This is an optimization exercise on Yosys and OpenROAD, whose aim is small area and a short achievable clock period, not a production implementation. Function was checked by simulation only, so behaviour that the tests miss may differ from the original.

[flow/run.sh]
#!/bin/bash
# synth_recipe.tcl (not shown) runs the flow's synth.tcl, then flattens the netlist and writes it again
# the make line also repeats each setting of config.mk as NAME=value (left out here)
make -C /OpenROAD-flow-scripts/flow DESIGN_CONFIG=/design/flow/config.mk WORK_HOME=/design/flow/orfs CLKGATE_MAP_FILE= SYNTH_SCRIPT=/design/flow/synth_recipe.tcl finish
[flow/config.mk]
export PLATFORM = sky130hd
export DESIGN_NAME = top_32bit
export DESIGN_NICKNAME = top_32bit
export VERILOG_FILES = /design/flow/design.v
export SDC_FILE = /design/flow/constraint.sdc
export NUM_CORES = 4
export LEC_CHECK = 0
export CAP_MARGIN = 20
export CORE_MARGIN = 2
export CORE_UTILIZATION = 40
export SETUP_SLACK_MARGIN = 5
export SLEW_MARGIN = 20
export SYNTH_HIERARCHICAL = 1
[flow/constraint.sdc]
create_clock -name core_clock -period 12.0 [get_ports {clk}]
set_input_delay 2.4000 -clock core_clock [delete_from_list [all_inputs] [get_ports {clk}]]
set_output_delay 2.4000 -clock core_clock [all_outputs]
set_load 0.01 [all_outputs]
[flow/design.v]
module top_32bit(
    input               clk,
    input               we,
    input               reset,
    input      [31:0]   data,
    input      [1:0]    p_sel,
    input      [31:0]   P0,
    input      [31:0]   P1,
    output     [31:0]   P0_out,
    output     [31:0]   P1_out,
    output     [31:0]   data_out
  );
  localparam [2:0] OP_ADD = 3'd0, OP_SUB = 3'd1, OP_MUL = 3'd2, OP_AND = 3'd3,
                   OP_OR  = 3'd4, OP_XOR = 3'd5, OP_LT  = 3'd6;
  reg  [4:0]  a1;
  reg         first;
  always @(posedge clk or posedge reset)
    if (reset) a1 <= 5'd0;
    else       a1 <= first ? 5'd0 : a1 + 5'd1;
  always @(posedge clk)
    first <= reset;
  wire [3:0] d_op = data[31:28];
  wire [2:0] d_rs = data[27:25];
  wire [2:0] d_rA = data[24:22];
  wire [2:0] d_rB = data[21:19];
  reg  [2:0] e_op, e_A, e_B;
  always @* begin
    e_A = d_rA;
    e_B = d_rB;
    case (d_op)
      4'b0000: e_op = OP_ADD;
      4'b0001: e_op = OP_SUB;
      4'b0010: e_op = OP_MUL;
      4'b0011: e_op = OP_AND;
      4'b0100: e_op = OP_OR;
      4'b0101: e_op = OP_XOR;
      4'b0110: begin e_op = OP_LT; e_A = d_rB; e_B = d_rA; end
      4'b0111: e_op = OP_LT;
      4'b1001: begin e_op = OP_AND; e_B = d_rA; end
      default: begin e_op = OP_XOR; e_B = d_rA; end
    endcase
  end
  wire [11:0] enc = {e_op, d_rs, e_A, e_B};
  reg  [11:0] mem [0:31];
  always @(posedge clk)
    if (we) mem[a1] <= enc;
  reg  [11:0] J;
  always @(posedge clk)
    J <= we ? enc : mem[a1];
  wire [2:0] j_op = J[11:9];
  wire [2:0] j_rs = J[8:6];
  wire [2:0] j_A  = J[5:3];
  wire [2:0] j_B  = J[2:0];
  reg  [31:0]  R0, R1;
  reg  [191:0] Rh;         
  reg  [7:2]   valid;
  reg  [2:0]   rs_cur;     
  wire [31:0]  alu;        
  always @(posedge clk or posedge reset)
    if (reset) begin
      R0 <= 32'd0;
      R1 <= 32'd0;
    end else begin
      if (rs_cur == 3'd0) R0 <= p_sel[0] ? alu : P0;
      if (rs_cur == 3'd1) R1 <= p_sel[1] ? alu : P1;
    end
  genvar k;
  generate
    for (k = 2; k < 8; k = k + 1) begin : g_reg
      always @(posedge clk)
        if (rs_cur == k) Rh[32*(k-2) +: 32] <= alu;
      always @(posedge clk or posedge reset)
        if (reset)             valid[k] <= 1'b0;
        else if (rs_cur == k)  valid[k] <= 1'b1;
    end
  endgenerate
  wire [255:0] Rall = {Rh, R1, R0};
  wire [7:0]   vall = {valid, 2'b11};
  wire        fwdA = (j_A == rs_cur);
  wire        fwdB = (j_B == rs_cur);
  wire [31:0] rA_val = Rall[32*j_A +: 32];
  wire [31:0] rB_val = Rall[32*j_B +: 32];
  wire [31:0] A_reg = vall[j_A] ? rA_val : 32'd0;
  wire [31:0] B_reg = vall[j_B] ? rB_val : 32'd0;
  wire        sP0 = (rs_cur == 3'd0) & ~p_sel[0];
  wire        sP1 = (rs_cur == 3'd1) & ~p_sel[1];
  wire [31:0] wbv = sP0 ? P0 : sP1 ? P1 : alu;
  wire [31:0] A = fwdA ? wbv : A_reg;
  wire [31:0] B = fwdB ? wbv : B_reg;
  wire        is_mul = (j_op == OP_MUL);
  wire        is_add = (j_op == OP_ADD);
  wire        is_sub = (j_op == OP_SUB);
  reg  [31:0] ox;
  always @* begin
    case (j_op)
      OP_ADD, OP_SUB: ox = A;
      OP_OR:          ox = A | B;
      OP_XOR:         ox = A ^ B;
      OP_LT:          ox = {31'd0, A < B};
      default:        ox = A & B;
    endcase
  end
  wire [31:0] oy   = is_add ? B : is_sub ? ~B : 32'd0;
  wire        ocin = is_sub;
  wire [117:0] mid_next;
  reg  [117:0] mid;
  wire [114:0] t;
  assign mid_next[0] = is_mul ? t[0] : ox[0];
  assign mid_next[1] = is_mul ? t[1] : oy[0];
  assign mid_next[2] = is_mul ? 1'b0 : ocin;
  assign mid_next[3] = is_mul ? t[2] : ox[1];
  assign mid_next[4] = is_mul ? 1'b0 : oy[1];
  assign mid_next[5] = is_mul ? t[3] : ox[2];
  assign mid_next[6] = is_mul ? t[4] : oy[2];
  assign mid_next[7] = is_mul ? t[5] : 1'b0;
  assign mid_next[8] = is_mul ? t[6] : ox[3];
  assign mid_next[9] = is_mul ? t[7] : oy[3];
  assign mid_next[10] = is_mul ? t[8] : ox[4];
  assign mid_next[11] = is_mul ? t[9] : oy[4];
  assign mid_next[12] = is_mul ? t[10] : 1'b0;
  assign mid_next[13] = is_mul ? t[11] : 1'b0;
  assign mid_next[14] = is_mul ? t[12] : ox[5];
  assign mid_next[15] = is_mul ? t[13] : oy[5];
  assign mid_next[16] = is_mul ? t[14] : 1'b0;
  assign mid_next[17] = is_mul ? t[15] : ox[6];
  assign mid_next[18] = is_mul ? t[16] : oy[6];
  assign mid_next[19] = is_mul ? t[17] : 1'b0;
  assign mid_next[20] = is_mul ? t[18] : 1'b0;
  assign mid_next[21] = is_mul ? t[19] : ox[7];
  assign mid_next[22] = is_mul ? t[20] : oy[7];
  assign mid_next[23] = is_mul ? t[21] : 1'b0;
  assign mid_next[24] = is_mul ? t[22] : 1'b0;
  assign mid_next[25] = is_mul ? t[23] : ox[8];
  assign mid_next[26] = is_mul ? t[24] : oy[8];
  assign mid_next[27] = is_mul ? t[25] : 1'b0;
  assign mid_next[28] = is_mul ? t[26] : 1'b0;
  assign mid_next[29] = is_mul ? t[27] : ox[9];
  assign mid_next[30] = is_mul ? t[28] : oy[9];
  assign mid_next[31] = is_mul ? t[29] : 1'b0;
  assign mid_next[32] = is_mul ? t[30] : 1'b0;
  assign mid_next[33] = is_mul ? t[31] : ox[10];
  assign mid_next[34] = is_mul ? t[32] : oy[10];
  assign mid_next[35] = is_mul ? t[33] : 1'b0;
  assign mid_next[36] = is_mul ? t[34] : 1'b0;
  assign mid_next[37] = is_mul ? t[35] : ox[11];
  assign mid_next[38] = is_mul ? t[36] : oy[11];
  assign mid_next[39] = is_mul ? t[37] : 1'b0;
  assign mid_next[40] = is_mul ? t[38] : 1'b0;
  assign mid_next[41] = is_mul ? t[39] : ox[12];
  assign mid_next[42] = is_mul ? t[40] : oy[12];
  assign mid_next[43] = is_mul ? t[41] : 1'b0;
  assign mid_next[44] = is_mul ? t[42] : 1'b0;
  assign mid_next[45] = is_mul ? t[43] : ox[13];
  assign mid_next[46] = is_mul ? t[44] : oy[13];
  assign mid_next[47] = is_mul ? t[45] : 1'b0;
  assign mid_next[48] = is_mul ? t[46] : 1'b0;
  assign mid_next[49] = is_mul ? t[47] : ox[14];
  assign mid_next[50] = is_mul ? t[48] : oy[14];
  assign mid_next[51] = is_mul ? t[49] : 1'b0;
  assign mid_next[52] = is_mul ? t[50] : 1'b0;
  assign mid_next[53] = is_mul ? t[51] : ox[15];
  assign mid_next[54] = is_mul ? t[52] : oy[15];
  assign mid_next[55] = is_mul ? t[53] : 1'b0;
  assign mid_next[56] = is_mul ? t[54] : 1'b0;
  assign mid_next[57] = is_mul ? t[55] : ox[16];
  assign mid_next[58] = is_mul ? t[56] : oy[16];
  assign mid_next[59] = is_mul ? t[57] : 1'b0;
  assign mid_next[60] = is_mul ? t[58] : 1'b0;
  assign mid_next[61] = is_mul ? t[59] : ox[17];
  assign mid_next[62] = is_mul ? t[60] : oy[17];
  assign mid_next[63] = is_mul ? t[61] : 1'b0;
  assign mid_next[64] = is_mul ? t[62] : 1'b0;
  assign mid_next[65] = is_mul ? t[63] : ox[18];
  assign mid_next[66] = is_mul ? t[64] : oy[18];
  assign mid_next[67] = is_mul ? t[65] : 1'b0;
  assign mid_next[68] = is_mul ? t[66] : 1'b0;
  assign mid_next[69] = is_mul ? t[67] : ox[19];
  assign mid_next[70] = is_mul ? t[68] : oy[19];
  assign mid_next[71] = is_mul ? t[69] : 1'b0;
  assign mid_next[72] = is_mul ? t[70] : 1'b0;
  assign mid_next[73] = is_mul ? t[71] : ox[20];
  assign mid_next[74] = is_mul ? t[72] : oy[20];
  assign mid_next[75] = is_mul ? t[73] : 1'b0;
  assign mid_next[76] = is_mul ? t[74] : 1'b0;
  assign mid_next[77] = is_mul ? t[75] : ox[21];
  assign mid_next[78] = is_mul ? t[76] : oy[21];
  assign mid_next[79] = is_mul ? t[77] : 1'b0;
  assign mid_next[80] = is_mul ? t[78] : 1'b0;
  assign mid_next[81] = is_mul ? t[79] : ox[22];
  assign mid_next[82] = is_mul ? t[80] : oy[22];
  assign mid_next[83] = is_mul ? t[81] : 1'b0;
  assign mid_next[84] = is_mul ? t[82] : 1'b0;
  assign mid_next[85] = is_mul ? t[83] : ox[23];
  assign mid_next[86] = is_mul ? t[84] : oy[23];
  assign mid_next[87] = is_mul ? t[85] : 1'b0;
  assign mid_next[88] = is_mul ? t[86] : 1'b0;
  assign mid_next[89] = is_mul ? t[87] : ox[24];
  assign mid_next[90] = is_mul ? t[88] : oy[24];
  assign mid_next[91] = is_mul ? t[89] : 1'b0;
  assign mid_next[92] = is_mul ? t[90] : 1'b0;
  assign mid_next[93] = is_mul ? t[91] : ox[25];
  assign mid_next[94] = is_mul ? t[92] : oy[25];
  assign mid_next[95] = is_mul ? t[93] : 1'b0;
  assign mid_next[96] = is_mul ? t[94] : 1'b0;
  assign mid_next[97] = is_mul ? t[95] : ox[26];
  assign mid_next[98] = is_mul ? t[96] : oy[26];
  assign mid_next[99] = is_mul ? t[97] : 1'b0;
  assign mid_next[100] = is_mul ? t[98] : 1'b0;
  assign mid_next[101] = is_mul ? t[99] : ox[27];
  assign mid_next[102] = is_mul ? t[100] : oy[27];
  assign mid_next[103] = is_mul ? t[101] : 1'b0;
  assign mid_next[104] = is_mul ? t[102] : 1'b0;
  assign mid_next[105] = is_mul ? t[103] : ox[28];
  assign mid_next[106] = is_mul ? t[104] : oy[28];
  assign mid_next[107] = is_mul ? t[105] : 1'b0;
  assign mid_next[108] = is_mul ? t[106] : 1'b0;
  assign mid_next[109] = is_mul ? t[107] : ox[29];
  assign mid_next[110] = is_mul ? t[108] : oy[29];
  assign mid_next[111] = is_mul ? t[109] : 1'b0;
  assign mid_next[112] = is_mul ? t[110] : 1'b0;
  assign mid_next[113] = is_mul ? 1'b1 : ox[30];
  assign mid_next[114] = is_mul ? t[111] : oy[30];
  assign mid_next[115] = is_mul ? t[112] : 1'b0;
  assign mid_next[116] = is_mul ? t[113] : ox[31];
  assign mid_next[117] = is_mul ? t[114] : oy[31];
  mulfront u_front (.a(A[15:0]), .b(B[15:0]), .t(t));
  always @(posedge clk or posedge reset)
    if (reset) begin
      mid    <= 0;
      rs_cur <= 3'd0;
    end else begin
      mid    <= mid_next;
      rs_cur <= j_rs;
    end
  csaback u_back (.m(mid), .s(alu));
  assign P0_out   = R0;
  assign P1_out   = R1;
  assign data_out = alu;
endmodule
module mulfront(input [15:0] a, input [15:0] b, output [114:0] t);
  wire one1;
  wire two2;
  wire neg3;
  wire pp4;
  wire pp5;
  wire pp6;
  wire pp7;
  wire pp8;
  wire pp9;
  wire pp10;
  wire pp11;
  wire pp12;
  wire pp13;
  wire pp14;
  wire pp15;
  wire pp16;
  wire pp17;
  wire pp18;
  wire pp19;
  wire pp20;
  wire ns21;
  wire one22;
  wire two23;
  wire neg24;
  wire pp25;
  wire pp26;
  wire pp27;
  wire pp28;
  wire pp29;
  wire pp30;
  wire pp31;
  wire pp32;
  wire pp33;
  wire pp34;
  wire pp35;
  wire pp36;
  wire pp37;
  wire pp38;
  wire pp39;
  wire pp40;
  wire pp41;
  wire ns42;
  wire one43;
  wire two44;
  wire neg45;
  wire pp46;
  wire pp47;
  wire pp48;
  wire pp49;
  wire pp50;
  wire pp51;
  wire pp52;
  wire pp53;
  wire pp54;
  wire pp55;
  wire pp56;
  wire pp57;
  wire pp58;
  wire pp59;
  wire pp60;
  wire pp61;
  wire pp62;
  wire ns63;
  wire one64;
  wire two65;
  wire neg66;
  wire pp67;
  wire pp68;
  wire pp69;
  wire pp70;
  wire pp71;
  wire pp72;
  wire pp73;
  wire pp74;
  wire pp75;
  wire pp76;
  wire pp77;
  wire pp78;
  wire pp79;
  wire pp80;
  wire pp81;
  wire pp82;
  wire pp83;
  wire ns84;
  wire one85;
  wire two86;
  wire neg87;
  wire pp88;
  wire pp89;
  wire pp90;
  wire pp91;
  wire pp92;
  wire pp93;
  wire pp94;
  wire pp95;
  wire pp96;
  wire pp97;
  wire pp98;
  wire pp99;
  wire pp100;
  wire pp101;
  wire pp102;
  wire pp103;
  wire pp104;
  wire ns105;
  wire one106;
  wire two107;
  wire neg108;
  wire pp109;
  wire pp110;
  wire pp111;
  wire pp112;
  wire pp113;
  wire pp114;
  wire pp115;
  wire pp116;
  wire pp117;
  wire pp118;
  wire pp119;
  wire pp120;
  wire pp121;
  wire pp122;
  wire pp123;
  wire pp124;
  wire pp125;
  wire ns126;
  wire one127;
  wire two128;
  wire neg129;
  wire pp130;
  wire pp131;
  wire pp132;
  wire pp133;
  wire pp134;
  wire pp135;
  wire pp136;
  wire pp137;
  wire pp138;
  wire pp139;
  wire pp140;
  wire pp141;
  wire pp142;
  wire pp143;
  wire pp144;
  wire pp145;
  wire pp146;
  wire ns147;
  wire one148;
  wire two149;
  wire neg150;
  wire pp151;
  wire pp152;
  wire pp153;
  wire pp154;
  wire pp155;
  wire pp156;
  wire pp157;
  wire pp158;
  wire pp159;
  wire pp160;
  wire pp161;
  wire pp162;
  wire pp163;
  wire pp164;
  wire pp165;
  wire pp166;
  wire pp167;
  wire ns168;
  wire one169;
  wire pp170;
  wire pp171;
  wire pp172;
  wire pp173;
  wire pp174;
  wire pp175;
  wire pp176;
  wire pp177;
  wire pp178;
  wire pp179;
  wire pp180;
  wire pp181;
  wire pp182;
  wire pp183;
  wire pp184;
  wire pp185;
  wire s186;
  wire c187;
  wire s188;
  wire c189;
  wire s190;
  wire c191;
  wire s192;
  wire c193;
  wire s194;
  wire c195;
  wire s196;
  wire c197;
  wire s198;
  wire c199;
  wire s200;
  wire c201;
  wire s202;
  wire c203;
  wire s204;
  wire c205;
  wire s206;
  wire c207;
  wire s208;
  wire c209;
  wire s210;
  wire c211;
  wire s212;
  wire c213;
  wire s214;
  wire c215;
  wire s216;
  wire c217;
  wire s218;
  wire c219;
  wire s220;
  wire c221;
  wire s222;
  wire c223;
  wire s224;
  wire c225;
  wire s226;
  wire c227;
  wire s228;
  wire c229;
  wire s230;
  wire c231;
  wire s232;
  wire c233;
  wire s234;
  wire c235;
  wire s236;
  wire c237;
  wire s238;
  wire c239;
  wire s240;
  wire c241;
  wire s242;
  wire c243;
  wire s244;
  wire c245;
  wire s246;
  wire c247;
  wire s248;
  wire c249;
  wire s250;
  wire c251;
  wire s252;
  wire c253;
  wire s254;
  wire c255;
  wire s256;
  wire c257;
  wire s258;
  wire c259;
  wire s260;
  wire c261;
  wire s262;
  wire c263;
  wire s264;
  wire c265;
  wire s266;
  wire c267;
  wire s268;
  wire c269;
  wire s270;
  wire c271;
  wire s272;
  wire c273;
  wire s274;
  wire c275;
  wire s276;
  wire c277;
  wire s278;
  wire c279;
  wire s280;
  wire c281;
  wire s282;
  wire c283;
  wire s284;
  wire c285;
  wire s286;
  wire c287;
  wire s288;
  wire c289;
  wire s290;
  wire c291;
  wire s292;
  wire c293;
  wire s294;
  wire c295;
  wire s296;
  wire c297;
  wire s298;
  wire c299;
  wire s300;
  wire c301;
  wire s302;
  wire c303;
  wire s304;
  wire c305;
  wire s306;
  wire c307;
  wire s308;
  wire c309;
  wire s310;
  wire c311;
  wire s312;
  wire c313;
  wire s314;
  wire c315;
  wire s316;
  wire c317;
  wire s318;
  wire c319;
  wire s320;
  wire c321;
  wire s322;
  wire c323;
  wire s324;
  wire c325;
  wire s326;
  wire c327;
  wire s328;
  wire c329;
  wire s330;
  wire c331;
  wire s332;
  wire c333;
  wire s334;
  wire c335;
  assign one1 = b[0] ^ 1'b0;
  assign two2 = (b[1] & ~b[0] & ~1'b0) | (~b[1] & b[0] & 1'b0);
  assign neg3 = b[1];
  assign pp4 = ((one1 & a[0]) | (two2 & 1'b0)) ^ neg3;
  assign pp5 = ((one1 & a[1]) | (two2 & a[0])) ^ neg3;
  assign pp6 = ((one1 & a[2]) | (two2 & a[1])) ^ neg3;
  assign pp7 = ((one1 & a[3]) | (two2 & a[2])) ^ neg3;
  assign pp8 = ((one1 & a[4]) | (two2 & a[3])) ^ neg3;
  assign pp9 = ((one1 & a[5]) | (two2 & a[4])) ^ neg3;
  assign pp10 = ((one1 & a[6]) | (two2 & a[5])) ^ neg3;
  assign pp11 = ((one1 & a[7]) | (two2 & a[6])) ^ neg3;
  assign pp12 = ((one1 & a[8]) | (two2 & a[7])) ^ neg3;
  assign pp13 = ((one1 & a[9]) | (two2 & a[8])) ^ neg3;
  assign pp14 = ((one1 & a[10]) | (two2 & a[9])) ^ neg3;
  assign pp15 = ((one1 & a[11]) | (two2 & a[10])) ^ neg3;
  assign pp16 = ((one1 & a[12]) | (two2 & a[11])) ^ neg3;
  assign pp17 = ((one1 & a[13]) | (two2 & a[12])) ^ neg3;
  assign pp18 = ((one1 & a[14]) | (two2 & a[13])) ^ neg3;
  assign pp19 = ((one1 & a[15]) | (two2 & a[14])) ^ neg3;
  assign pp20 = ((one1 & 1'b0) | (two2 & a[15])) ^ neg3;
  assign ns21 = ~neg3;
  assign one22 = b[2] ^ b[1];
  assign two23 = (b[3] & ~b[2] & ~b[1]) | (~b[3] & b[2] & b[1]);
  assign neg24 = b[3];
  assign pp25 = ((one22 & a[0]) | (two23 & 1'b0)) ^ neg24;
  assign pp26 = ((one22 & a[1]) | (two23 & a[0])) ^ neg24;
  assign pp27 = ((one22 & a[2]) | (two23 & a[1])) ^ neg24;
  assign pp28 = ((one22 & a[3]) | (two23 & a[2])) ^ neg24;
  assign pp29 = ((one22 & a[4]) | (two23 & a[3])) ^ neg24;
  assign pp30 = ((one22 & a[5]) | (two23 & a[4])) ^ neg24;
  assign pp31 = ((one22 & a[6]) | (two23 & a[5])) ^ neg24;
  assign pp32 = ((one22 & a[7]) | (two23 & a[6])) ^ neg24;
  assign pp33 = ((one22 & a[8]) | (two23 & a[7])) ^ neg24;
  assign pp34 = ((one22 & a[9]) | (two23 & a[8])) ^ neg24;
  assign pp35 = ((one22 & a[10]) | (two23 & a[9])) ^ neg24;
  assign pp36 = ((one22 & a[11]) | (two23 & a[10])) ^ neg24;
  assign pp37 = ((one22 & a[12]) | (two23 & a[11])) ^ neg24;
  assign pp38 = ((one22 & a[13]) | (two23 & a[12])) ^ neg24;
  assign pp39 = ((one22 & a[14]) | (two23 & a[13])) ^ neg24;
  assign pp40 = ((one22 & a[15]) | (two23 & a[14])) ^ neg24;
  assign pp41 = ((one22 & 1'b0) | (two23 & a[15])) ^ neg24;
  assign ns42 = ~neg24;
  assign one43 = b[4] ^ b[3];
  assign two44 = (b[5] & ~b[4] & ~b[3]) | (~b[5] & b[4] & b[3]);
  assign neg45 = b[5];
  assign pp46 = ((one43 & a[0]) | (two44 & 1'b0)) ^ neg45;
  assign pp47 = ((one43 & a[1]) | (two44 & a[0])) ^ neg45;
  assign pp48 = ((one43 & a[2]) | (two44 & a[1])) ^ neg45;
  assign pp49 = ((one43 & a[3]) | (two44 & a[2])) ^ neg45;
  assign pp50 = ((one43 & a[4]) | (two44 & a[3])) ^ neg45;
  assign pp51 = ((one43 & a[5]) | (two44 & a[4])) ^ neg45;
  assign pp52 = ((one43 & a[6]) | (two44 & a[5])) ^ neg45;
  assign pp53 = ((one43 & a[7]) | (two44 & a[6])) ^ neg45;
  assign pp54 = ((one43 & a[8]) | (two44 & a[7])) ^ neg45;
  assign pp55 = ((one43 & a[9]) | (two44 & a[8])) ^ neg45;
  assign pp56 = ((one43 & a[10]) | (two44 & a[9])) ^ neg45;
  assign pp57 = ((one43 & a[11]) | (two44 & a[10])) ^ neg45;
  assign pp58 = ((one43 & a[12]) | (two44 & a[11])) ^ neg45;
  assign pp59 = ((one43 & a[13]) | (two44 & a[12])) ^ neg45;
  assign pp60 = ((one43 & a[14]) | (two44 & a[13])) ^ neg45;
  assign pp61 = ((one43 & a[15]) | (two44 & a[14])) ^ neg45;
  assign pp62 = ((one43 & 1'b0) | (two44 & a[15])) ^ neg45;
  assign ns63 = ~neg45;
  assign one64 = b[6] ^ b[5];
  assign two65 = (b[7] & ~b[6] & ~b[5]) | (~b[7] & b[6] & b[5]);
  assign neg66 = b[7];
  assign pp67 = ((one64 & a[0]) | (two65 & 1'b0)) ^ neg66;
  assign pp68 = ((one64 & a[1]) | (two65 & a[0])) ^ neg66;
  assign pp69 = ((one64 & a[2]) | (two65 & a[1])) ^ neg66;
  assign pp70 = ((one64 & a[3]) | (two65 & a[2])) ^ neg66;
  assign pp71 = ((one64 & a[4]) | (two65 & a[3])) ^ neg66;
  assign pp72 = ((one64 & a[5]) | (two65 & a[4])) ^ neg66;
  assign pp73 = ((one64 & a[6]) | (two65 & a[5])) ^ neg66;
  assign pp74 = ((one64 & a[7]) | (two65 & a[6])) ^ neg66;
  assign pp75 = ((one64 & a[8]) | (two65 & a[7])) ^ neg66;
  assign pp76 = ((one64 & a[9]) | (two65 & a[8])) ^ neg66;
  assign pp77 = ((one64 & a[10]) | (two65 & a[9])) ^ neg66;
  assign pp78 = ((one64 & a[11]) | (two65 & a[10])) ^ neg66;
  assign pp79 = ((one64 & a[12]) | (two65 & a[11])) ^ neg66;
  assign pp80 = ((one64 & a[13]) | (two65 & a[12])) ^ neg66;
  assign pp81 = ((one64 & a[14]) | (two65 & a[13])) ^ neg66;
  assign pp82 = ((one64 & a[15]) | (two65 & a[14])) ^ neg66;
  assign pp83 = ((one64 & 1'b0) | (two65 & a[15])) ^ neg66;
  assign ns84 = ~neg66;
  assign one85 = b[8] ^ b[7];
  assign two86 = (b[9] & ~b[8] & ~b[7]) | (~b[9] & b[8] & b[7]);
  assign neg87 = b[9];
  assign pp88 = ((one85 & a[0]) | (two86 & 1'b0)) ^ neg87;
  assign pp89 = ((one85 & a[1]) | (two86 & a[0])) ^ neg87;
  assign pp90 = ((one85 & a[2]) | (two86 & a[1])) ^ neg87;
  assign pp91 = ((one85 & a[3]) | (two86 & a[2])) ^ neg87;
  assign pp92 = ((one85 & a[4]) | (two86 & a[3])) ^ neg87;
  assign pp93 = ((one85 & a[5]) | (two86 & a[4])) ^ neg87;
  assign pp94 = ((one85 & a[6]) | (two86 & a[5])) ^ neg87;
  assign pp95 = ((one85 & a[7]) | (two86 & a[6])) ^ neg87;
  assign pp96 = ((one85 & a[8]) | (two86 & a[7])) ^ neg87;
  assign pp97 = ((one85 & a[9]) | (two86 & a[8])) ^ neg87;
  assign pp98 = ((one85 & a[10]) | (two86 & a[9])) ^ neg87;
  assign pp99 = ((one85 & a[11]) | (two86 & a[10])) ^ neg87;
  assign pp100 = ((one85 & a[12]) | (two86 & a[11])) ^ neg87;
  assign pp101 = ((one85 & a[13]) | (two86 & a[12])) ^ neg87;
  assign pp102 = ((one85 & a[14]) | (two86 & a[13])) ^ neg87;
  assign pp103 = ((one85 & a[15]) | (two86 & a[14])) ^ neg87;
  assign pp104 = ((one85 & 1'b0) | (two86 & a[15])) ^ neg87;
  assign ns105 = ~neg87;
  assign one106 = b[10] ^ b[9];
  assign two107 = (b[11] & ~b[10] & ~b[9]) | (~b[11] & b[10] & b[9]);
  assign neg108 = b[11];
  assign pp109 = ((one106 & a[0]) | (two107 & 1'b0)) ^ neg108;
  assign pp110 = ((one106 & a[1]) | (two107 & a[0])) ^ neg108;
  assign pp111 = ((one106 & a[2]) | (two107 & a[1])) ^ neg108;
  assign pp112 = ((one106 & a[3]) | (two107 & a[2])) ^ neg108;
  assign pp113 = ((one106 & a[4]) | (two107 & a[3])) ^ neg108;
  assign pp114 = ((one106 & a[5]) | (two107 & a[4])) ^ neg108;
  assign pp115 = ((one106 & a[6]) | (two107 & a[5])) ^ neg108;
  assign pp116 = ((one106 & a[7]) | (two107 & a[6])) ^ neg108;
  assign pp117 = ((one106 & a[8]) | (two107 & a[7])) ^ neg108;
  assign pp118 = ((one106 & a[9]) | (two107 & a[8])) ^ neg108;
  assign pp119 = ((one106 & a[10]) | (two107 & a[9])) ^ neg108;
  assign pp120 = ((one106 & a[11]) | (two107 & a[10])) ^ neg108;
  assign pp121 = ((one106 & a[12]) | (two107 & a[11])) ^ neg108;
  assign pp122 = ((one106 & a[13]) | (two107 & a[12])) ^ neg108;
  assign pp123 = ((one106 & a[14]) | (two107 & a[13])) ^ neg108;
  assign pp124 = ((one106 & a[15]) | (two107 & a[14])) ^ neg108;
  assign pp125 = ((one106 & 1'b0) | (two107 & a[15])) ^ neg108;
  assign ns126 = ~neg108;
  assign one127 = b[12] ^ b[11];
  assign two128 = (b[13] & ~b[12] & ~b[11]) | (~b[13] & b[12] & b[11]);
  assign neg129 = b[13];
  assign pp130 = ((one127 & a[0]) | (two128 & 1'b0)) ^ neg129;
  assign pp131 = ((one127 & a[1]) | (two128 & a[0])) ^ neg129;
  assign pp132 = ((one127 & a[2]) | (two128 & a[1])) ^ neg129;
  assign pp133 = ((one127 & a[3]) | (two128 & a[2])) ^ neg129;
  assign pp134 = ((one127 & a[4]) | (two128 & a[3])) ^ neg129;
  assign pp135 = ((one127 & a[5]) | (two128 & a[4])) ^ neg129;
  assign pp136 = ((one127 & a[6]) | (two128 & a[5])) ^ neg129;
  assign pp137 = ((one127 & a[7]) | (two128 & a[6])) ^ neg129;
  assign pp138 = ((one127 & a[8]) | (two128 & a[7])) ^ neg129;
  assign pp139 = ((one127 & a[9]) | (two128 & a[8])) ^ neg129;
  assign pp140 = ((one127 & a[10]) | (two128 & a[9])) ^ neg129;
  assign pp141 = ((one127 & a[11]) | (two128 & a[10])) ^ neg129;
  assign pp142 = ((one127 & a[12]) | (two128 & a[11])) ^ neg129;
  assign pp143 = ((one127 & a[13]) | (two128 & a[12])) ^ neg129;
  assign pp144 = ((one127 & a[14]) | (two128 & a[13])) ^ neg129;
  assign pp145 = ((one127 & a[15]) | (two128 & a[14])) ^ neg129;
  assign pp146 = ((one127 & 1'b0) | (two128 & a[15])) ^ neg129;
  assign ns147 = ~neg129;
  assign one148 = b[14] ^ b[13];
  assign two149 = (b[15] & ~b[14] & ~b[13]) | (~b[15] & b[14] & b[13]);
  assign neg150 = b[15];
  assign pp151 = ((one148 & a[0]) | (two149 & 1'b0)) ^ neg150;
  assign pp152 = ((one148 & a[1]) | (two149 & a[0])) ^ neg150;
  assign pp153 = ((one148 & a[2]) | (two149 & a[1])) ^ neg150;
  assign pp154 = ((one148 & a[3]) | (two149 & a[2])) ^ neg150;
  assign pp155 = ((one148 & a[4]) | (two149 & a[3])) ^ neg150;
  assign pp156 = ((one148 & a[5]) | (two149 & a[4])) ^ neg150;
  assign pp157 = ((one148 & a[6]) | (two149 & a[5])) ^ neg150;
  assign pp158 = ((one148 & a[7]) | (two149 & a[6])) ^ neg150;
  assign pp159 = ((one148 & a[8]) | (two149 & a[7])) ^ neg150;
  assign pp160 = ((one148 & a[9]) | (two149 & a[8])) ^ neg150;
  assign pp161 = ((one148 & a[10]) | (two149 & a[9])) ^ neg150;
  assign pp162 = ((one148 & a[11]) | (two149 & a[10])) ^ neg150;
  assign pp163 = ((one148 & a[12]) | (two149 & a[11])) ^ neg150;
  assign pp164 = ((one148 & a[13]) | (two149 & a[12])) ^ neg150;
  assign pp165 = ((one148 & a[14]) | (two149 & a[13])) ^ neg150;
  assign pp166 = ((one148 & a[15]) | (two149 & a[14])) ^ neg150;
  assign pp167 = ((one148 & 1'b0) | (two149 & a[15])) ^ neg150;
  assign ns168 = ~neg150;
  assign one169 = 1'b0 ^ b[15];
  assign pp170 = one169 & a[0];
  assign pp171 = one169 & a[1];
  assign pp172 = one169 & a[2];
  assign pp173 = one169 & a[3];
  assign pp174 = one169 & a[4];
  assign pp175 = one169 & a[5];
  assign pp176 = one169 & a[6];
  assign pp177 = one169 & a[7];
  assign pp178 = one169 & a[8];
  assign pp179 = one169 & a[9];
  assign pp180 = one169 & a[10];
  assign pp181 = one169 & a[11];
  assign pp182 = one169 & a[12];
  assign pp183 = one169 & a[13];
  assign pp184 = one169 & a[14];
  assign pp185 = one169 & a[15];
  assign {c187,s186} = pp14 + pp33;
  assign {c189,s188} = pp15 + pp34;
  assign {c191,s190} = pp16 + pp35 + pp54;
  assign {c193,s192} = pp73 + pp92;
  assign {c195,s194} = pp17 + pp36 + pp55;
  assign {c197,s196} = pp74 + pp93;
  assign {c199,s198} = pp18 + pp37 + pp56;
  assign {c201,s200} = pp75 + pp94 + pp113;
  assign {c203,s202} = pp132 + pp151;
  assign {c205,s204} = pp19 + pp38 + pp57;
  assign {c207,s206} = pp76 + pp95 + pp114;
  assign {c209,s208} = pp133 + pp152;
  assign {c211,s210} = pp20 + pp39 + pp58;
  assign {c213,s212} = pp77 + pp96 + pp115;
  assign {c215,s214} = pp134 + pp153 + pp170;
  assign {c217,s216} = neg3 + pp40 + pp59;
  assign {c219,s218} = pp78 + pp97 + pp116;
  assign {c221,s220} = pp135 + pp154 + pp171;
  assign {c223,s222} = neg3 + pp41 + pp60;
  assign {c225,s224} = pp79 + pp98 + pp117;
  assign {c227,s226} = pp136 + pp155 + pp172;
  assign {c229,s228} = ns21 + ns42 + pp61;
  assign {c231,s230} = pp80 + pp99 + pp118;
  assign {c233,s232} = pp137 + pp156 + pp173;
  assign {c235,s234} = 1'b1 + pp62 + pp81;
  assign {c237,s236} = pp100 + pp119 + pp138;
  assign {c239,s238} = pp157 + pp174;
  assign {c241,s240} = ns63 + pp82 + pp101;
  assign {c243,s242} = pp120 + pp139 + pp158;
  assign {c245,s244} = 1'b1 + pp83 + pp102;
  assign {c247,s246} = pp121 + pp140;
  assign {c249,s248} = ns84 + pp103 + pp122;
  assign {c251,s250} = 1'b1 + pp104;
  assign {c253,s252} = pp10 + pp29;
  assign {c255,s254} = pp11 + pp30;
  assign {c257,s256} = pp12 + pp31 + pp50;
  assign {c259,s258} = pp69 + pp88;
  assign {c261,s260} = pp13 + pp32 + pp51;
  assign {c263,s262} = pp70 + pp89;
  assign {c265,s264} = s186 + pp52 + pp71;
  assign {c267,s266} = pp90 + pp109 + neg108;
  assign {c269,s268} = c187 + s188 + pp53;
  assign {c271,s270} = pp72 + pp91 + pp110;
  assign {c273,s272} = c189 + s190 + s192;
  assign {c275,s274} = pp111 + pp130 + neg129;
  assign {c277,s276} = c191 + c193 + s194;
  assign {c279,s278} = s196 + pp112 + pp131;
  assign {c281,s280} = c195 + c197 + s198;
  assign {c283,s282} = s200 + s202 + neg150;
  assign {c285,s284} = c199 + c201 + c203;
  assign {c287,s286} = s204 + s206 + s208;
  assign {c289,s288} = c205 + c207 + c209;
  assign {c291,s290} = s210 + s212 + s214;
  assign {c293,s292} = c211 + c213 + c215;
  assign {c295,s294} = s216 + s218 + s220;
  assign {c297,s296} = c217 + c219 + c221;
  assign {c299,s298} = s222 + s224 + s226;
  assign {c301,s300} = c223 + c225 + c227;
  assign {c303,s302} = s228 + s230 + s232;
  assign {c305,s304} = c229 + c231 + c233;
  assign {c307,s306} = s234 + s236 + s238;
  assign {c309,s308} = c235 + c237 + c239;
  assign {c311,s310} = s240 + s242 + pp175;
  assign {c313,s312} = c241 + c243 + s244;
  assign {c315,s314} = s246 + pp159 + pp176;
  assign {c317,s316} = c245 + c247 + s248;
  assign {c319,s318} = pp141 + pp160 + pp177;
  assign {c321,s320} = c249 + s250 + pp123;
  assign {c323,s322} = pp142 + pp161 + pp178;
  assign {c325,s324} = c251 + ns105 + pp124;
  assign {c327,s326} = pp143 + pp162 + pp179;
  assign {c329,s328} = 1'b1 + pp125 + pp144;
  assign {c331,s330} = pp163 + pp180;
  assign {c333,s332} = ns126 + pp145 + pp164;
  assign {c335,s334} = 1'b1 + pp146;
  assign t[0] = pp4;
  assign t[1] = neg3;
  assign t[2] = pp5;
  assign t[3] = pp6;
  assign t[4] = pp25;
  assign t[5] = neg24;
  assign t[6] = pp7;
  assign t[7] = pp26;
  assign t[8] = pp8;
  assign t[9] = pp27;
  assign t[10] = pp46;
  assign t[11] = neg45;
  assign t[12] = pp9;
  assign t[13] = pp28;
  assign t[14] = pp47;
  assign t[15] = s252;
  assign t[16] = pp48;
  assign t[17] = pp67;
  assign t[18] = neg66;
  assign t[19] = c253;
  assign t[20] = s254;
  assign t[21] = pp49;
  assign t[22] = pp68;
  assign t[23] = c255;
  assign t[24] = s256;
  assign t[25] = s258;
  assign t[26] = neg87;
  assign t[27] = c257;
  assign t[28] = c259;
  assign t[29] = s260;
  assign t[30] = s262;
  assign t[31] = c261;
  assign t[32] = c263;
  assign t[33] = s264;
  assign t[34] = s266;
  assign t[35] = c265;
  assign t[36] = c267;
  assign t[37] = s268;
  assign t[38] = s270;
  assign t[39] = c269;
  assign t[40] = c271;
  assign t[41] = s272;
  assign t[42] = s274;
  assign t[43] = c273;
  assign t[44] = c275;
  assign t[45] = s276;
  assign t[46] = s278;
  assign t[47] = c277;
  assign t[48] = c279;
  assign t[49] = s280;
  assign t[50] = s282;
  assign t[51] = c281;
  assign t[52] = c283;
  assign t[53] = s284;
  assign t[54] = s286;
  assign t[55] = c285;
  assign t[56] = c287;
  assign t[57] = s288;
  assign t[58] = s290;
  assign t[59] = c289;
  assign t[60] = c291;
  assign t[61] = s292;
  assign t[62] = s294;
  assign t[63] = c293;
  assign t[64] = c295;
  assign t[65] = s296;
  assign t[66] = s298;
  assign t[67] = c297;
  assign t[68] = c299;
  assign t[69] = s300;
  assign t[70] = s302;
  assign t[71] = c301;
  assign t[72] = c303;
  assign t[73] = s304;
  assign t[74] = s306;
  assign t[75] = c305;
  assign t[76] = c307;
  assign t[77] = s308;
  assign t[78] = s310;
  assign t[79] = c309;
  assign t[80] = c311;
  assign t[81] = s312;
  assign t[82] = s314;
  assign t[83] = c313;
  assign t[84] = c315;
  assign t[85] = s316;
  assign t[86] = s318;
  assign t[87] = c317;
  assign t[88] = c319;
  assign t[89] = s320;
  assign t[90] = s322;
  assign t[91] = c321;
  assign t[92] = c323;
  assign t[93] = s324;
  assign t[94] = s326;
  assign t[95] = c325;
  assign t[96] = c327;
  assign t[97] = s328;
  assign t[98] = s330;
  assign t[99] = c329;
  assign t[100] = c331;
  assign t[101] = s332;
  assign t[102] = pp181;
  assign t[103] = c333;
  assign t[104] = s334;
  assign t[105] = pp165;
  assign t[106] = pp182;
  assign t[107] = c335;
  assign t[108] = ns147;
  assign t[109] = pp166;
  assign t[110] = pp183;
  assign t[111] = pp167;
  assign t[112] = pp184;
  assign t[113] = ns168;
  assign t[114] = pp185;
endmodule
module csaback(input [117:0] m, output [31:0] s);
  wire s1;
  wire c2;
  wire s3;
  wire c4;
  wire s5;
  wire c6;
  wire s7;
  wire c8;
  wire s9;
  wire c10;
  wire s11;
  wire c12;
  wire s13;
  wire c14;
  wire s15;
  wire c16;
  wire s17;
  wire c18;
  wire s19;
  wire c20;
  wire s21;
  wire c22;
  wire s23;
  wire c24;
  wire s25;
  wire c26;
  wire s27;
  wire c28;
  wire s29;
  wire c30;
  wire s31;
  wire c32;
  wire s33;
  wire c34;
  wire s35;
  wire c36;
  wire s37;
  wire c38;
  wire s39;
  wire c40;
  wire s41;
  wire c42;
  wire s43;
  wire c44;
  wire s45;
  wire c46;
  wire s47;
  wire c48;
  wire s49;
  wire c50;
  wire s51;
  wire c52;
  wire s53;
  wire c54;
  wire s55;
  wire c56;
  wire s57;
  wire c58;
  wire s59;
  wire c60;
  wire s61;
  wire c62;
  wire s63;
  wire c64;
  wire s65;
  wire c66;
  wire s67;
  wire c68;
  wire s69;
  wire c70;
  wire s71;
  wire c72;
  wire s73;
  wire c74;
  wire s75;
  wire c76;
  wire s77;
  wire c78;
  wire s79;
  wire c80;
  wire s81;
  wire c82;
  wire s83;
  wire c84;
  wire s85;
  wire c86;
  wire s87;
  wire c88;
  wire s89;
  wire c90;
  wire s91;
  wire c92;
  wire s93;
  wire c94;
  wire s95;
  wire c96;
  wire s97;
  wire c98;
  wire s99;
  wire c100;
  wire s101;
  wire c102;
  wire s103;
  wire c104;
  wire s105;
  wire c106;
  wire s107;
  wire c108;
  wire s109;
  wire c110;
  wire s111;
  wire c112;
  wire s113;
  wire c114;
  wire s115;
  wire c116;
  wire s117;
  wire c118;
  assign {c2,s1} = m[10] + m[11];
  assign {c4,s3} = m[14] + m[15];
  assign {c6,s5} = m[17] + m[18] + m[19];
  assign {c8,s7} = m[21] + m[22] + m[23];
  assign {c10,s9} = m[25] + m[26] + m[27];
  assign {c12,s11} = m[29] + m[30] + m[31];
  assign {c14,s13} = m[33] + m[34] + m[35];
  assign {c16,s15} = m[37] + m[38] + m[39];
  assign {c18,s17} = m[41] + m[42] + m[43];
  assign {c20,s19} = m[45] + m[46] + m[47];
  assign {c22,s21} = m[49] + m[50] + m[51];
  assign {c24,s23} = m[53] + m[54] + m[55];
  assign {c26,s25} = m[57] + m[58] + m[59];
  assign {c28,s27} = m[61] + m[62] + m[63];
  assign {c30,s29} = m[65] + m[66] + m[67];
  assign {c32,s31} = m[69] + m[70] + m[71];
  assign {c34,s33} = m[73] + m[74] + m[75];
  assign {c36,s35} = m[77] + m[78] + m[79];
  assign {c38,s37} = m[81] + m[82] + m[83];
  assign {c40,s39} = m[85] + m[86] + m[87];
  assign {c42,s41} = m[89] + m[90] + m[91];
  assign {c44,s43} = m[93] + m[94] + m[95];
  assign {c46,s45} = m[97] + m[98] + m[99];
  assign {c48,s47} = m[101] + m[102] + m[103];
  assign {c50,s49} = m[105] + m[106] + m[107];
  assign {c52,s51} = m[109] + m[110] + m[111];
  assign {c54,s53} = m[113] + m[114];
  assign {c56,s55} = m[0] + m[1];
  assign {c58,s57} = m[3] + m[4];
  assign {c60,s59} = m[5] + m[6] + m[7];
  assign {c62,s61} = m[8] + m[9];
  assign {c64,s63} = s1 + m[12] + m[13];
  assign {c66,s65} = c2 + s3 + m[16];
  assign {c68,s67} = c4 + s5 + m[20];
  assign {c70,s69} = c6 + s7 + m[24];
  assign {c72,s71} = c8 + s9 + m[28];
  assign {c74,s73} = c10 + s11 + m[32];
  assign {c76,s75} = c12 + s13 + m[36];
  assign {c78,s77} = c14 + s15 + m[40];
  assign {c80,s79} = c16 + s17 + m[44];
  assign {c82,s81} = c18 + s19 + m[48];
  assign {c84,s83} = c20 + s21 + m[52];
  assign {c86,s85} = c22 + s23 + m[56];
  assign {c88,s87} = c24 + s25 + m[60];
  assign {c90,s89} = c26 + s27 + m[64];
  assign {c92,s91} = c28 + s29 + m[68];
  assign {c94,s93} = c30 + s31 + m[72];
  assign {c96,s95} = c32 + s33 + m[76];
  assign {c98,s97} = c34 + s35 + m[80];
  assign {c100,s99} = c36 + s37 + m[84];
  assign {c102,s101} = c38 + s39 + m[88];
  assign {c104,s103} = c40 + s41 + m[92];
  assign {c106,s105} = c42 + s43 + m[96];
  assign {c108,s107} = c44 + s45 + m[100];
  assign {c110,s109} = c46 + s47 + m[104];
  assign {c112,s111} = c48 + s49 + m[108];
  assign {c114,s113} = c50 + s51 + m[112];
  assign {c116,s115} = c52 + s53 + m[115];
  assign {c118,s117} = c54 + m[116] + m[117];
  wire [31:0] ra = {c116, c114, c112, c110, c108, c106, c104, c102, c100, c98, c96, c94, c92, c90, c88, c86, c84, c82, c80, c78, c76, c74, c72, c70, c68, c66, c64, c62, c60, c58, c56, s55};
  wire [31:0] rb = {s117, s115, s113, s111, s109, s107, s105, s103, s101, s99, s97, s95, s93, s91, s89, s87, s85, s83, s81, s79, s77, s75, s73, s71, s69, s67, s65, s63, s61, s59, s57, m[2]};
  assign s = ra + rb;
endmodule
==> results.json, run 1 <==
{
  "outcome": "timing/DRC/antenna clean",
  "clock-root-buffer": "clkbuf_16",
  "min_path_type": "flop to flop",
  "met1_usage_pct": 30.08,
  "crit_family": "adder cells",
  "ys_seq_area_share_pct": 47.05,
  "fp.coreArea_um2": 117900,
  "die_area_um2": 121400,
  "cpMaxStageDelayCell": "fa_1",
  "syn-instance-count": 4083,
  "clock_latency_ns": 0.71,
  "yosysWarnings": 7,
  "dp_cells": 5470,
  "fin_crit_sh_pct": 57.88,
  "drive_above_1_share_pct": 19.29,
  "start_util_pct": 40.23,
  "cp_slowest_stage_delay_ns": 0.56,
  "io_pins": 197,
  "rsz0062_at_grt": "true",
  "start_kind": "flop",
  "path_max_fanout": 4,
  "critPathBufInv": 5,
  "vias": 33263,
  "first_pass_iters": 5,
  "drt-total-wl_um": 142600,
  "hold_viol_final": 0,
  "cts_sinks": 778,
  "wire_per_inst_um": 25.05,
  "arrival_ns": 4.55,
  "rows": 126,
  "place_ws_ns": 3.627,
  "yosys.cell_types.count": 86,
  "layout_common_cells": "edfxtp_1, a21oi_1, nor2_1",
  "ys_seq_elements": 778,
  "htreeDepth": 3,
  "skew_ns": 0.06313,
  "cts_tree": "built",
  "detail-route-antenna-nets": 0,
  "port_buffers": 177,
  "grtUsageMet2_pct": 38.23,
  "grt_pass1_wl_um": 210400,
  "fin_ws_ns": 5.054,
  "grt_max_degree": 154,
  "finalSetupViolCount": 0,
  "min_period_ns": 6.946,
  "syn_area_per_cell_um2": 11.62,
  "syn_area_um2": 47440,
  "via_per_inst": 5.846,
  "final_nets": 4443,
  "drc": 0,
  "gr-total-overflow": 0,
  "fmax_mhz": 144.0,
  "worst-setup-path-type": "flop to output pin",
  "required_ns": 9.60,
  "slew_headroom_pct": 26.84,
  "drt_iter0_markers": 3029,
  "clk_pin_slew_ns": 0.06,
  "fin_tns_setup_ns": 0,
  "grt_pass1_vias": 32305,
  "die_w_um": 348.4,
  "crit_chain": "fa_1 -> inv_2 -> fa_1 -> inv_2 -> ha_4 -> a21o_1 -> a21oi_4 -> o21ai_4 -> a21oi_4 -> a31oi_4 -> a31oi_4 -> buf_4 -> xnor2_1 -> buf_4 -> clkdlybuf4s50_1",
  "synthFlopType": "edfxtp_1",
  "hpwl_um": 91730,
  "clk_path_buf_depth": 3,
  "final_common_cell": "edfxtp_1",
  "fill_cells": 10604,
  "area_growth_pct": 13.71,
  "syn_nets": 4443,
  "cts_buffers": 87,
  "grt_busiest_layer": "met2",
  "fin_util_pct": 45.75,
  "grt_antenna_before_repair": 1,
  "slew_viol_final": 0,
  "async_flop_share_pct": 25.19,
  "synth-edff-count": 576,
  "drv_cap": 0,
  "use_met3_pct": 3.256,
  "fin_cells": 5690,
  "chipHeight_um": 348.4,
  "endpoint_kind": "output pin",
  "worst_pin_slew_ns": 1.096,
  "gp_congestion": 0.9258,
  "grt_util_all_layers_pct": 22.84
}
stage by stage:
stage               hold slack [ns]  instance area, µm²
floorplan                    0.3454               47450
global placement             0.4398               49860
detailed placement           0.4440               49860
CTS                          0.4577               53310
global route                 0.4714               53940
finish                       0.4533               53950
layout make-up:
class | count | area (µm²) | share of cell area [%]
diodes | 2 | 5.005 | 0.009277
clock buffers | 122 | 2449 | 4.539
clock inverters | 36 | 524.3 | 0.9718
inverters | 162 | 649.4 | 1.204
multi-input cells | 2702 | 22690 | 42.06
flip-flops and latches | 778 | 22330 | 41.40
well taps | 1536 | 1922 | 3.562
repair buffers | 350 | 3364 | 6.237
repair inverters | 2 | 10.01 | 0.01855
synth_stat cells (all sizes together) (18+ instances only):
| cell | count | area, µm² |
|---|---|---|
| mux2i | 258 | 2624 |
| fa | 107 | 2142 |
| xor2 | 25 | 219.0 |
| xnor2 | 77 | 674.4 |
| mux4 | 109 | 2455 |
| a221oi | 41 | 359.1 |
| inv | 160 | 600.6 |
| ha | 152 | 1902 |
| o211ai | 23 | 182.7 |
| edfxtp | 576 | 17300 |
| o21ai | 154 | 774.5 |
| and2 | 19 | 121.4 |
| dfrtp | 196 | 4905 |
| and3 | 54 | 337.8 |
| o22ai | 100 | 775.8 |
| a211oi | 78 | 635.6 |
| buf | 259 | 1725 |
| nand3 | 23 | 120.1 |
| mux2 | 160 | 1802 |
| a21o | 43 | 322.8 |
| nor2 | 346 | 1306 |
| nand2 | 193 | 724.4 |
| o221ai | 19 | 229.0 |
| nor3 | 18 | 90.09 |
| a21oi | 437 | 2198 |
| a22oi | 55 | 412.9 |
| clkbuf | 182 | 683.2 |
| o22a | 40 | 385.4 |
routing by layer:
metal  wire length (µm)  vias up
met5                  0        -
met4               5313        0
met3               8728      248
met2              68640     1297
met1              59870    16728
li1                   -    14990
modules after synthesis, one instance, submodules excluded:
module | cell area [µm²] | cells inside
top_32bit | 38120 | 2796
mulfront | 6518 | 986
csaback | 2811 | 301
path summary, 6_finish.rpt:
path	from	to	slack [ns]	depth (start not counted)
min in group asynchronous	reset	a1[1]	2.00	2
max reg2reg	flop	mid[69]	5.22	22
min	a1[1]	flop	0.45	0
min reg2reg	a1[1]	flop	0.45	0
max in group asynchronous	reset	mid[80]	8.08	4
max	mid[18]	data_out[24]	5.05	15
state kept, by name, summed over array words and instances, names as in the netlist, named ones only:
register	cells
valid	6
a1	5
first	1
R1	32
Rh	192
rs_cur	3
mid	118
R0	32
mem	384
repair_timing:
action,CTS,global route
cloned,1,4
setup endpoints to repair,107,58
pin swaps,11,14
setup buffers,17,38
endpoints found under the hold margin,0,0
gates resized for setup,73,73
hold buffers,0,0
cell families (layout without fill, tap and decap cells):
logic type	Yosys count	after routing	synth area share, %
compound gates	1075	1075	14.71
xor+xnor	102	102	1.883
fa+ha+maj	265	265	8.650
buf+inv	603	672	6.358
flops	778	778	47.05
mux	527	527	14.50
other cells	0	2	0
simple gates	733	733	6.846
==> run 2, diff against run 1 <==
--- a/flow/config.mk
+++ b/flow/config.mk
@@ -12,2 +12 @@
 export SLEW_MARGIN = 20
-export SYNTH_HIERARCHICAL = 1
==> run 2 against run 1 <==
Still clean on timing, DRC and antenna; hold slack gained 0.0046 ns; sequential share of layout area about the same; critical endpoint is now data_out[31]; first-iteration DRC count rose by 49%; clock-buffer cell count down 18; flip-flop and latch count unchanged.
==> results.json, run 2 <==
{
  "worst-setup-path-type": "flop to output pin",
  "ys_seq_elements": 778,
  "worst_pin_slew_ns": 1.124,
  "synthFlopType": "edfxtp_1",
  "hold_ws_ns": 0.4579,
  "drv_cap": 0,
  "yosysWarnings": 1,
  "min_path_type": "flop to flop",
  "detail-route-antenna-nets": 0,
  "largest_register_ffs": 384,
  "slew_headroom_pct": 24.78,
  "die_w_um": 345.9,
  "start_util_pct": 40.29,
  "cts_sinks": 778,
  "layout_common_cells": "edfxtp_1, mux2i_1, o21ai_0",
  "io_pins": 197,
  "yosys.cell_types.count": 96,
  "ys_seq_area_share_pct": 47.74,
  "synth.most_common_cell": "edfxtp_1",
  "port_buffers": 177,
  "cts_buffers": 82,
  "drt-total-wl_um": 165700,
  "rsz0062_at_grt": "true",
  "drive_above_1_share_pct": 17.61,
  "chipHeight_um": 345.9,
  "slew_viol_final": 0,
  "clk_path_buf_depth": 3,
  "clk_pin_slew_ns": 0.07,
  "fmax_mhz": 140.4,
  "synth_top_area_share_pct": 36.99,
  "fp.coreArea_um2": 116000,
  "htreeDepth": 3,
  "via_per_inst": 6.206,
  "largestRegisters": "mem x384, Rh x192, mid x118",
  "yosys.area.top_type": "edfxtp_1",
  "gr-total-overflow": 0,
  "ys_top_cells_by_area": "edfxtp_1, dfrtp_1, mux2i_1, fa_1, mux4_2",
  "first_pass_iters": 7,
  "clock_latency_ns": 0.69,
  "syn_area_per_cell_um2": 11.72,
  "skew_ns": 0.04907,
  "syn_nets": 4349,
  "outcome": "timing/DRC/antenna clean",
  "fill_cells": 10437,
  "arrival_ns": 4.72,
  "required_ns": 9.60,
  "final_common_cell": "edfxtp_1",
  "hpwl_um": 109100,
  "fin_tns_setup_ns": 0,
  "synth-edff-count": 576,
  "die_area_um2": 119600,
  "hold_buffers": 0,
  "rows": 125,
  "drt_iter0_markers": 4500,
  "grt_pass1_vias": 34017,
  "async_flop_share_pct": 25.19,
  "start_kind": "flop",
  "gp_congestion": 0.9460,
  "wire_per_inst_um": 29.16,
  "max_flop_register": "mem",
  "cts_tree": "built",
  "area_growth_pct": 15.50,
  "syn_area_um2": 46760,
  "grt_util_all_layers_pct": 26.86,
  "finalSetupViolCount": 0,
  "hold_viol_final": 0,
  "final_nets": 4451,
  "grt_pass1_wl_um": 237700,
  "grt_max_degree": 70,
  "fin_crit_sh_pct": 59.35,
  "drc": 0,
  "synth_common_cells": "edfxtp_1, mux2i_1, o21ai_0",
  "min_period_ns": 7.122,
  "clock-root-buffer": "clkbuf_16",
  "path_max_fanout": 9,
  "endpoint_kind": "output pin",
  "vias": 35260,
  "grt_antenna_before_repair": 4,
  "syn-instance-count": 3988
}
[run 2: changes by cell type after synthesis, sizes merged, moves of 34 or more]
| cell | previous run | this run |
|---|---|---|
| a21oi | 437 | 258 |
| mux2i | 258 | 407 |
| o21ai | 154 | 273 |
| nor2 | 346 | 251 |
| mux2 | 160 | 90 |
| buf | 259 | 207 |
| nand2 | 193 | 236 |
| and3 | 54 | 14 |
| a211oi | 78 | 39 |
| nand3 | 23 | 57 |
[run 2: worst paths after layout]
kind,depth (start not counted),slack [ns],start,endpoint
hold / removal,0,0.46,a1[1],flop
max in group asynchronous,4,7.82,reset,mid[109]
hold reg to reg,0,0.46,a1[1],flop
min in group asynchronous,2,2.07,reset,a1[3]
setup reg to reg,25,4.99,mid[17],mid[66]
setup / recovery,13,4.88,mid[37],data_out[31]
[run 2: stage by stage]
step | utilization [%] | cells | instance area, µm² | worst slack [ns]
3_5_place_dp | 42.87 | 5447 | 49750 | 3.764
2_1_floorplan | - | 3988 | 46760 | 5.772
5_1_grt | 46.53 | 5680 | 54000 | 4.779
4_1_cts | 46.08 | 5640 | 53480 | 4.759
6_report | 46.54 | 5682 | 54010 | 4.878
3_3_place_gp | 42.87 | 5447 | 49750 | 3.729
[run 2: kinds of logic after synthesis]
kind of cell | synth area share, %
muxes | 15.26
DFF | 47.74
buffers and inverters | 5.183
AOI/OAI and AO/OA | 15.00
adders and majority gates | 8.975
and+or+nand+nor | 6.685
xor gates and xnor gates | 1.161
[run 2: per-layer routing]
layer	wire length (µm)	vias up	GRT usage (%)
met2	75970	1940	42.84
met1	65700	17743	35.45
met5	30	-	0
met4	7488	6	10.71
li1	-	15195	-
met3	16530	376	6.110
[run 2: what timing repair did]
item | in CTS | in global routing
endpoints found under the setup margin | 95 | 69
pin swaps | 25 | 27
gates cloned | 8 | 5
buffers inserted | 35 | 35
gates resized for setup | 157 | 61
[run 2: worst max-delay path, cell delays in order (launching register included)]
cell and delay [ns]:
dfrtp_1 0.38, fa_1 0.56, fa_1 0.45, ha_4 0.41, and3_1 0.22, nand4_1 0.21, o21ai_4 0.32, and3_4 0.26
o211ai_1 0.09, buf_4 0.17, a2111oi_2 0.33, or3_4 0.23, clkinvlp_4 0.23, buf_6 0.20
[run 2: final cells by class]
| class | instances | area (µm²) | share of cell area [%] |
|---|---|---|---|
| Sequential cell | 778 | 22330 | 41.35 |
| Clock inverter | 46 | 550.5 | 1.019 |
| Multi-Input combinational cell | 2693 | 22840 | 42.29 |
| Antenna cell | 2 | 5.005 | 0.009267 |
| Inverter | 136 | 558.0 | 1.033 |
| Timing Repair Buffer | 391 | 3576 | 6.621 |
| Clock buffer | 104 | 2195 | 4.064 |
| Timing Repair inverter | 8 | 45.04 | 0.08340 |
| Tap cell | 1524 | 1907 | 3.531 |
==> run 3, diff against run 2 <==
==> flow/flow/run.sh (new file) <==
#!/bin/bash
set -euo pipefail
bash standard.sh SETUP_SLACK_MARGIN=7 finish > layout_make.log 2>&1
==> flow/standard.sh (new file) <==
#!/bin/bash
# synth_recipe.tcl (not shown) runs the flow's synth.tcl, then flattens the netlist and writes it again
# the make line also repeats each setting of config.mk as NAME=value (left out here)
make -C /OpenROAD-flow-scripts/flow DESIGN_CONFIG=/design/flow/config.mk WORK_HOME=/design/flow/orfs CLKGATE_MAP_FILE= SYNTH_SCRIPT=/design/flow/synth_recipe.tcl "${@:-finish}"
--- a/flow/config.mk
+++ b/flow/config.mk
@@ -10,3 +10,3 @@
 export CORE_UTILIZATION = 40
-export SETUP_SLACK_MARGIN = 5
 export SLEW_MARGIN = 20
+export SYNTH_HIERARCHICAL = 1
removed: flow/run.sh
==> run 3 against run 2 <==
Maximum frequency rose by 4.0%; clock-buffer cell count rose by 19; synthesized area rose by 1.5%; first-iteration DRC count fell by 11%; via count rose by 1.9%; routed wire length fell by 0.50%; non-clock buffer count rose by 206; clock skew rose by 0.0052 ns; register-to-register slack improved by 0.21 ns; largest cell class unchanged.
==> results.json, run 3 <==
{
  "path_max_fanout": 6,
  "finalSetupViolCount": 0,
  "area_growth_pct": 26.64,
  "ys_top_cells_by_area": "edfxtp_1, dfrtp_1, mux2i_1, mux4_2, a21oi_1",
  "slew_headroom_pct": 27.18,
  "async_flop_share_pct": 25.19,
  "ys_seq_area_share_pct": 47.05,
  "drc": 0,
  "yosys.area.top_type": "edfxtp_1",
  "grt_pass1_vias": 34290,
  "port_buffers": 177,
  "synth-edff-count": 576,
  "yosys.area_share.xor_xnor_pct": 1.883,
  "hold_buffers": 0,
  "syn_nets": 4443,
  "worst-setup-path-type": "flop to output pin",
  "start_kind": "flop",
  "grt_util_all_layers_pct": 25.99,
  "max_flop_register": "mem",
  "cts_buffers": 87,
  "hold_ws_ns": 0.4582,
  "grt_pass1_wl_um": 234300,
  "die_area_um2": 121400,
  "critPathBufInv": 3,
  "fp.coreArea_um2": 117900,
  "fin_tns_setup_ns": 0,
  "syn_area_per_cell_um2": 11.62,
  "drt-total-wl_um": 164900,
  "crit_family": "adder cells",
  "synth_top_family_by_area": "compound AO/OA/AOI/OAI gates",
  "min_period_ns": 6.851,
  "slew_viol_final": 0,
  "synth_common_cells": "edfxtp_1, a21oi_1, nor2_1",
  "hold_viol_final": 0,
  "required_ns": 9.60,
  "fmax_mhz": 146.0,
  "min_path_type": "flop to flop",
  "detail-route-antenna-nets": 0,
  "gp_congestion": 0.9058,
  "layout_common_cells": "edfxtp_1, a21oi_1, nor2_1",
  "cp_slowest_stage_delay_ns": 0.57,
  "synth_mux_area_share_pct": 14.50,
  "io_pins": 197,
  "start_util_pct": 40.23,
  "cts_sinks": 778,
  "r2r-start": "mid[17]",
  "syn-instance-count": 4083,
  "yosys.cell_types.count": 86,
  "synthAdderAreaFrac_pct": 8.650,
  "dp_cells": 5438,
  "final_nets": 4694,
  "clk_pin_slew_ns": 0.06,
  "ys_seq_elements": 778,
  "r2r_cells": 38,
  "drive_above_1_share_pct": 32.43,
  "hpwl_um": 93680,
  "outcome": "timing/DRC/antenna clean",
  "synth_compound_area_share_pct": 14.71,
  "yosysWarnings": 7,
  "place_ws_ns": 3.663,
  "clock-root-buffer": "clkbuf_16",
  "largestRegisters": "mem x384, Rh x192, mid x118",
  "r2r_end": "mid[85]",
  "vias": 35924,
  "clk_path_buf_depth": 3,
  "fin_cells": 5947,
  "synthFlopType": "edfxtp_1",
  "min_delay_path_depth": 0,
  "crit_chain": "fa_1 -> fa_1 -> ha_2 -> a21oi_4 -> o21bai_1 -> a21o_1 -> and3_1 -> a31oi_4 -> buf_6 -> nor4b_4 -> nor4_4 -> xnor2_4 -> buf_12 -> buf_6",
  "worst_pin_slew_ns": 1.092,
  "synth.most_common_cell": "edfxtp_1",
  "largest_register_ffs": 384,
  "htreeDepth": 3,
  "via_per_inst": 6.041,
  "synthSimpleGateAreaFrac_pct": 6.846,
  "synth_top_area_share_pct": 36.46,
  "fin_crit_sh_pct": 57.09,
  "clock_latency_ns": 0.70,
  "cpMaxStageDelayCell": "fa_1",
  "chipHeight_um": 348.4,
  "rows": 126,
  "wire_per_inst_um": 27.73,
  "grt_antenna_before_repair": 5,
  "grt_max_degree": 153,
  "skew_ns": 0.05431,
  "endpoint_kind": "output pin",
  "startpoint": "mid[37]",
  "cp.depth": 14,
  "syn_area_um2": 47440,
  "arrival_ns": 4.45,
  "r2r_slack_ns": 5.20,
  "gr-total-overflow": 0,
  "drv_cap": 0,
  "first_pass_iters": 6,
  "hp-start": "a1[1]",
  "cts_tree": "built",
  "rsz0062_at_grt": "true",
  "die_w_um": 348.4,
  "final_common_cell": "edfxtp_1",
  "fin_ws_ns": 5.149,
  "drt_iter0_markers": 4025
}
[run 3: cell types whose count changed in the layout (fill, tap and decap cells not counted), moves of 48 or more]
| cell | previous run | this run |
|---|---|---|
| a21oi_2 | 4 | 52 |
| nor2_1 | 220 | 300 |
| a21oi_1 | 250 | 364 |
| o21ai_0 | 262 | 64 |
| mux2_2 | 90 | 147 |
| nand2_1 | 232 | 165 |
| mux2i_1 | 397 | 248 |
| o21ai_1 | 6 | 76 |
| buf_6 | 21 | 111 |
[run 3: kinds of logic after synthesis]
family | count (synthesis)
muxes | 527
and+or+nand+nor | 733
buffers and inverters | 603
xor gates and xnor gates | 102
adders and majority gates | 265
DFF | 778
AOI/OAI and AO/OA | 1075
[run 3: cell type report]
class,instances,area [µm²]
inverter,162,725.7
timing repair inverter,5,42.54
fill,10002,57840
sequential,778,22330
antenna,2,5.005
clock inverter,41,594.3
tap,1536,1922
multi-input combinational,2703,25140
clock buffer,123,2422
timing repair buffer,597,6895
[run 3: per-module statistics from Yosys, one instance, submodules excluded]
module	flip-flops and latches	cell area, µm²
csaback	0	2811
mulfront	0	6518
top_32bit	778	38120
[run 3: worst max-delay path by stage]
stage                         to  slack [ns]
floorplan                mid[56]        6.11
finish              data_out[30]        5.15
global placement          mid[0]        3.69
global route             mid[85]        5.01
CTS                 data_out[30]        5.06
detailed placement        mid[0]        3.66
[run 3: per-layer routing]
layer	wire length [µm]	GRT usage, %	vias up
met1	65410	34.14	18204
met3	13300	4.269	419
met4	7861	9.219	2
met5	20	0	-
met2	78290	43.45	1745
li1	-	-	15554
[run 3: timing repair]
action | 4_1_cts | 5_1_grt
cloned | 34 | 10
resized for setup | 529 | 231
setup buffers | 237 | 62
pin swaps | 129 | 118
endpoints found under the setup margin | 148 | 135
[run 3: worst reg2reg max path: cells and delay by family (launching register included)]
family / cells / cell delay (ns)
flops: 1 / 0.38
fa+ha+maj: 5 / 2.11
mux: 1 / 0.12
compound gates: 11 / 1.46
xor+xnor: 1 / 0.15
buf+inv: 16 / 1.82
simple gates: 4 / 0.59
[run 3: through the flow]
step	cell area [µm²]	utilization, %
floorplan	48730	-
CTS	58370	49.50
finish	60080	50.95
global route	60080	50.95
global placement	50570	42.89
detailed placement	50570	42.89

[separate check: timing with driven ports]
The flow's constraints put no driver on any port. The routed layouts listed below were extracted and timed again, unchanged, in two steps.
Step 1 assumes that a clkbuf_16 drives the clock port and a buf_2 every other input.
Step 2 moves the port delays by t, midway between the first and last clock arrival at a register: inputs arrive t later, outputs are due t later. That takes back most of the time a late clock gives input paths.
a / b / c = ideal ports / drivers / drivers and shift; a / b = the first two.
run | t, ns | setup slack, ns | worst hold slack (ns) | latest minus earliest clock arrival (ns) | worst data-port slew with drivers (ns)
run 1 | 0.746 | 5.054 / 4.984 / 4.719 | 0.453 / 0.453 / 0.453 | 0.064 / 0.063 | 0.16
run 2 | 0.732 | 4.878 / 4.808 / 4.435 | 0.458 / 0.458 / 0.458 | 0.050 / 0.049 | 0.21
run 3 | 0.742 | 5.149 / 5.078 / 5.203 | 0.458 / 0.458 / 0.458 | 0.055 / 0.054 | 0.24
After both steps every run listed still meets setup and hold. The setup slack of run 2, which loses most, moves by -0.070 ns with the drivers and by -0.443 ns with both steps.
